Source: an optimization exercise on an open RTL-to-GDS flow (aim: small area and a short achievable clock period). Production flows keep margins and buffers that such runs may drop.

rev 12:
==> flow/design.v <==
module fft_3_8 #(
 parameter DBW = 8,
 parameter CBW = 3) (
 input                  clk,
 input                  rstx,
 input                  clear,
 input      [  DBW-1:0] din,
 output reg [2*DBW-1:0] dout );
reg [2:0] cnt;
always @(posedge clk or negedge rstx)
  if (!rstx)      cnt <= 3'd0;
  else if (clear) cnt <= 3'd0;
  else            cnt <= cnt + 3'd1;
wire [2:0] cntn = clear ? 3'd0 : cnt + 3'd1;
wire [7:0] ph  = 8'd1 << cnt;
wire [7:0] phn = 8'd1 << cntn;                       
reg [7:0] din_r, sr1, sr2, sr3, sr4, opb;
wire st1 = ph[5] | ph[6] | ph[7] | ph[0];
wire [9:0] sum = {{2{sr4[7]}}, sr4} + {{2{opb[7]}}, opb} + 10'd1;
wire [8:0] nd  = {opb[7], opb} - {sr4[7], sr4};
wire [7:0] s   = sum[8:1];
wire       sat = (sr4 == 8'h7f) && (opb == 8'h80);    
wire [7:0] q   = sat ? 8'h81 : nd[8:1];
always @(posedge clk) begin
  din_r <= din;
  sr1   <= st1 ? s : din_r;
  sr2   <= sr1;
  sr3   <= ph[1] ? s : sr2;              
  sr4   <= sr3;
  opb   <= (ph[0] | ph[1]) ? sr1 : ph[2] ? s : din;
end
reg [7:0] d0, d1, d2, d3;       
reg [7:0] c1, c5, x0, x4;       
always @(posedge clk) begin
  if (ph[5]) d0 <= q;
  if (ph[6]) d1 <= q;
  if (ph[7]) d2 <= q;
  if (ph[0]) d3 <= q;
  if (ph[1]) c1 <= q;
  if (ph[2]) c5 <= q;
  if (ph[3]) begin x0 <= s; x4 <= q; end
end
reg tneg, te;
always @(posedge clk) begin
  tneg <= phn[2] | phn[4];
  te   <= phn[2] | phn[3];
end
wire [8:0] tq3 = {{2{d1[7]}}, d1[7:1]} ^ {9{tneg}};
wire [8:0] tq7 = {{2{d3[7]}}, d3[7:1]};
wire [1:0] tk  = {1'b0, tneg} + {1'b0, te & d3[0]};
wire [8:0] tsum = tq3 + tq7 + {7'd0, tk};
reg  [8:0] t;
always @(posedge clk) t <= tsum;
wire [13:0] tx = {{5{t[8]}}, t};
wire [13:0] q1 = tx << 5, q2 = tx << 3, q3 = tx << 2;
wire [13:0] ps1 = q1 ^ q2 ^ q3;
wire [13:0] pc1 = {(q1[12:0] & q2[12:0]) | (q1[12:0] & q3[12:0]) | (q2[12:0] & q3[12:0]), 1'b0};
wire [13:0] ps2 = ps1 ^ pc1 ^ tx;
wire [13:0] pc2 = {(ps1[12:0] & pc1[12:0]) | (ps1[12:0] & tx[12:0]) | (pc1[12:0] & tx[12:0]), 1'b0};
wire [13:0] p45 = ps2 + pc2;
wire        pz  = t[5:0] == 6'd0;         
wire [7:0] u1 = ~{d0[7], d0[7:1]} + 8'd2;
wire [7:0] mi = ({d2[7], d2} + 9'd3) >> 1;
wire [7:0] ni = ~{d2[7], d2[7:1]} + 8'd2;
reg [7:0] wu, wm, wn, h1, h2, g1, g2;
reg       z1, z2, y1, y2;
always @(posedge clk) begin
  if (ph[3]) begin h1 <= p45[13:6]; z1 <= pz; end         
  if (ph[4]) begin h2 <= p45[13:6]; z2 <= pz; end         
  if (ph[5]) begin g1 <= p45[13:6]; y1 <= pz;             
                   wu <= u1; wm <= mi; wn <= ni; end
  if (ph[6]) begin g2 <= p45[13:6]; y2 <= pz; end         
end
reg rx0, rx4, rc1, rcx, rh, rg, rinv, rci, rzh, rzg;        
reg ic5, ic6, im, in, ih, ig, iinv, ione, izh, izg;         
always @(posedge clk) begin
    rx0  <= phn[6];                                    
    rx4  <= phn[7];                                    
    rc1  <= phn[0] | phn[1];                           
    rcx  <= phn[2] | phn[3] | phn[4] | phn[5];         
    rh   <= phn[2] | phn[3];
    rg   <= phn[4] | phn[5];
    rinv <= phn[3] | phn[4];
    rci  <= phn[7] | phn[0] | phn[1];
    rzh  <= phn[3];
    rzg  <= phn[4];
    ic5  <= phn[0];                                    
    ic6  <= phn[1];                                    
    im   <= phn[2] | phn[3];
    in   <= phn[4] | phn[5];
    ih   <= phn[2] | phn[3];
    ig   <= phn[4] | phn[5];
    iinv <= phn[3] | phn[5];
    ione <= phn[0] | phn[1];
    izh  <= phn[3];
    izg  <= phn[5];
  end
wire [8:0] are = ({9{rx0}} & {x0, 1'b0})
               | ({9{rx4}} & {~x4, 1'b1})
               | ({9{rc1}} & ~{c1[7], c1})
               | ({9{rcx}} & {wu[7], wu});
wire [7:0] bre = (({8{rh}} & h1) | ({8{rg}} & g1)) ^ {8{rinv}};
wire [8:0] bre9 = {bre[7], bre} | {8'd0, rc1};
wire       cre = rci | (rzh & z1) | (rzg & y1);
wire [8:0] vre = are + bre9 + {8'd0, cre};
wire [8:0] aim = ({9{ic5}} & {c5[7], c5})
               | ({9{ic6}} & ~{c5[7], c5})
               | ({9{im}} & {wm[7], wm})
               | ({9{in}} & {wn[7], wn});
wire [7:0] bim = (({8{ih}} & h2) | ({8{ig}} & g2)) ^ {8{iinv}};
wire [8:0] bim9 = {bim[7], bim} | {8'd0, ic6};
wire       cim = ione | (izh & z2) | (izg & y2);
wire [8:0] vim = aim + bim9 + {8'd0, cim};
always @(posedge clk) dout <= {vim[8:1], vre[8:1]};
endmodule
clock: 9.5 ns
lec_check: 0
cap_margin: 20
core_margin: 2
core_utilization: 40
cts_cluster_diameter: 100
cts_cluster_size: 30
setup_slack_margin: 5
slew_margin: 20
standard.sh (not shown) runs the stock make flow with config.mk's settings and CLKGATE_MAP_FILE= SYNTH_SCRIPT=/design/flow/synth_recipe.tcl, a recipe that flattens the netlist after the stock synthesis.
==> flow/flow/run.sh <==
#!/bin/bash
set -euo pipefail
MARGIN=${MARGIN:-6.5}
sed -e "s/SETUP_SLACK_MARGIN=[0-9.]*/SETUP_SLACK_MARGIN=$MARGIN/" \
    -e "s/ SLEW_MARGIN=/ BUFFER_PORTS_ARGS='-buffer_cell sky130_fd_sc_hd__buf_2' SLEW_MARGIN=/" \
    standard.sh > margin_flow.sh
bash margin_flow.sh > margin_flow.log 2>&1
Input-level comparison between rev 13 and rev 12:
--- a/flow/design.v
+++ b/flow/design.v
@@ -61,13 +61,12 @@
 wire        pz  = t[5:0] == 6'd0;         
 wire [7:0] u1 = ~{d0[7], d0[7:1]} + 8'd2;
-wire [7:0] mi = ({d2[7], d2} + 9'd3) >> 1;
-wire [7:0] ni = ~{d2[7], d2[7:1]} + 8'd2;
-reg [7:0] wu, wm, wn, h1, h2, g1, g2;
-reg       z1, z2, y1, y2;
+reg [7:0] wu, h1, h2, g1, g2;
+reg [6:0] wq5;
+reg       wp5, z1, z2, y1, y2;
 always @(posedge clk) begin
   if (ph[3]) begin h1 <= p45[13:6]; z1 <= pz; end         
   if (ph[4]) begin h2 <= p45[13:6]; z2 <= pz; end         
   if (ph[5]) begin g1 <= p45[13:6]; y1 <= pz;             
-                   wu <= u1; wm <= mi; wn <= ni; end
+                   wu <= u1; wq5 <= d2[7:1]; wp5 <= d2[0]; end
   if (ph[6]) begin g2 <= p45[13:6]; y2 <= pz; end         
 end
@@ -106,10 +105,14 @@
 wire [8:0] aim = ({9{ic5}} & {c5[7], c5})
                | ({9{ic6}} & ~{c5[7], c5})
-               | ({9{im}} & {wm[7], wm})
-               | ({9{in}} & {wn[7], wn});
+               | ({9{im}} & {{2{wq5[6]}}, wq5})
+               | ({9{in}} & ~{{2{wq5[6]}}, wq5});
 wire [7:0] bim = (({8{ih}} & h2) | ({8{ig}} & g2)) ^ {8{iinv}};
-wire [8:0] bim9 = {bim[7], bim} | {8'd0, ic6};
-wire       cim = ione | (izh & z2) | (izg & y2);
-wire [8:0] vim = aim + bim9 + {8'd0, cim};
+wire [8:0] bim9 = {bim[7], bim};
+wire [1:0] kim = ic5 ? 2'd1
+               : ic6 ? 2'd2
+               : im  ? 2'd1 + {1'b0, wp5} + {1'b0, izh & z2}
+               : in  ? {1'b1, izg & y2}
+               :       2'd0;
+wire [8:0] vim = aim + bim9 + {7'd0, kim};
 always @(posedge clk) dout <= {vim[8:1], vre[8:1]};
 endmodule
### Flow results
Rev 13 vs. rev 12: fraction of area in multi-input gates went up by 0.85 points. Rev 13 against rev 12: global-route usage has increased, final net count lost about 2.6%, utilization held steady. Rev 13 was carried through to the last stage, and its layout satisfied the timing, design-rule and antenna checks. Going from rev 12 to rev 13, via count shrinks by 101. Setup slack improves in rev 13 relative to rev 12. Higher clock period minus final worst setup slack among rev 12 and rev 13: rev 12. Register-to-register slack: rev 13 vs rev 12 up 0.02 ns. The achievable frequency number comes out higher for rev 13 vs rev 12.
No run of this note included a check of the RTL's function; only the layout flow was run.

[re-timing with driven ports]
Ports are ideal in the flow. The routed layouts listed here were re-timed in OpenROAD.
Step 1 sets driving cells, clkbuf_16 on the clock port and buf_2 on the other inputs (assumed; they add their load-dependent delay and slew).
Step 2 times the ports against the registers' clock, not the clock port: input delays grow and output delays shrink by t, the midpoint of the rising clock arrivals with the driver on.
a / b / c = ideal ports / drivers / drivers and shift; a / b = the first two.
run	shift t [ns]	setup WS [ns]	clock arrival spread, ns
rev 12	0.501	6.598 / 6.598 / 6.598	0.010 / 0.010
rev 13	0.504	6.619 / 6.619 / 6.619	0.013 / 0.013
After both steps setup and hold are still met in every run listed.
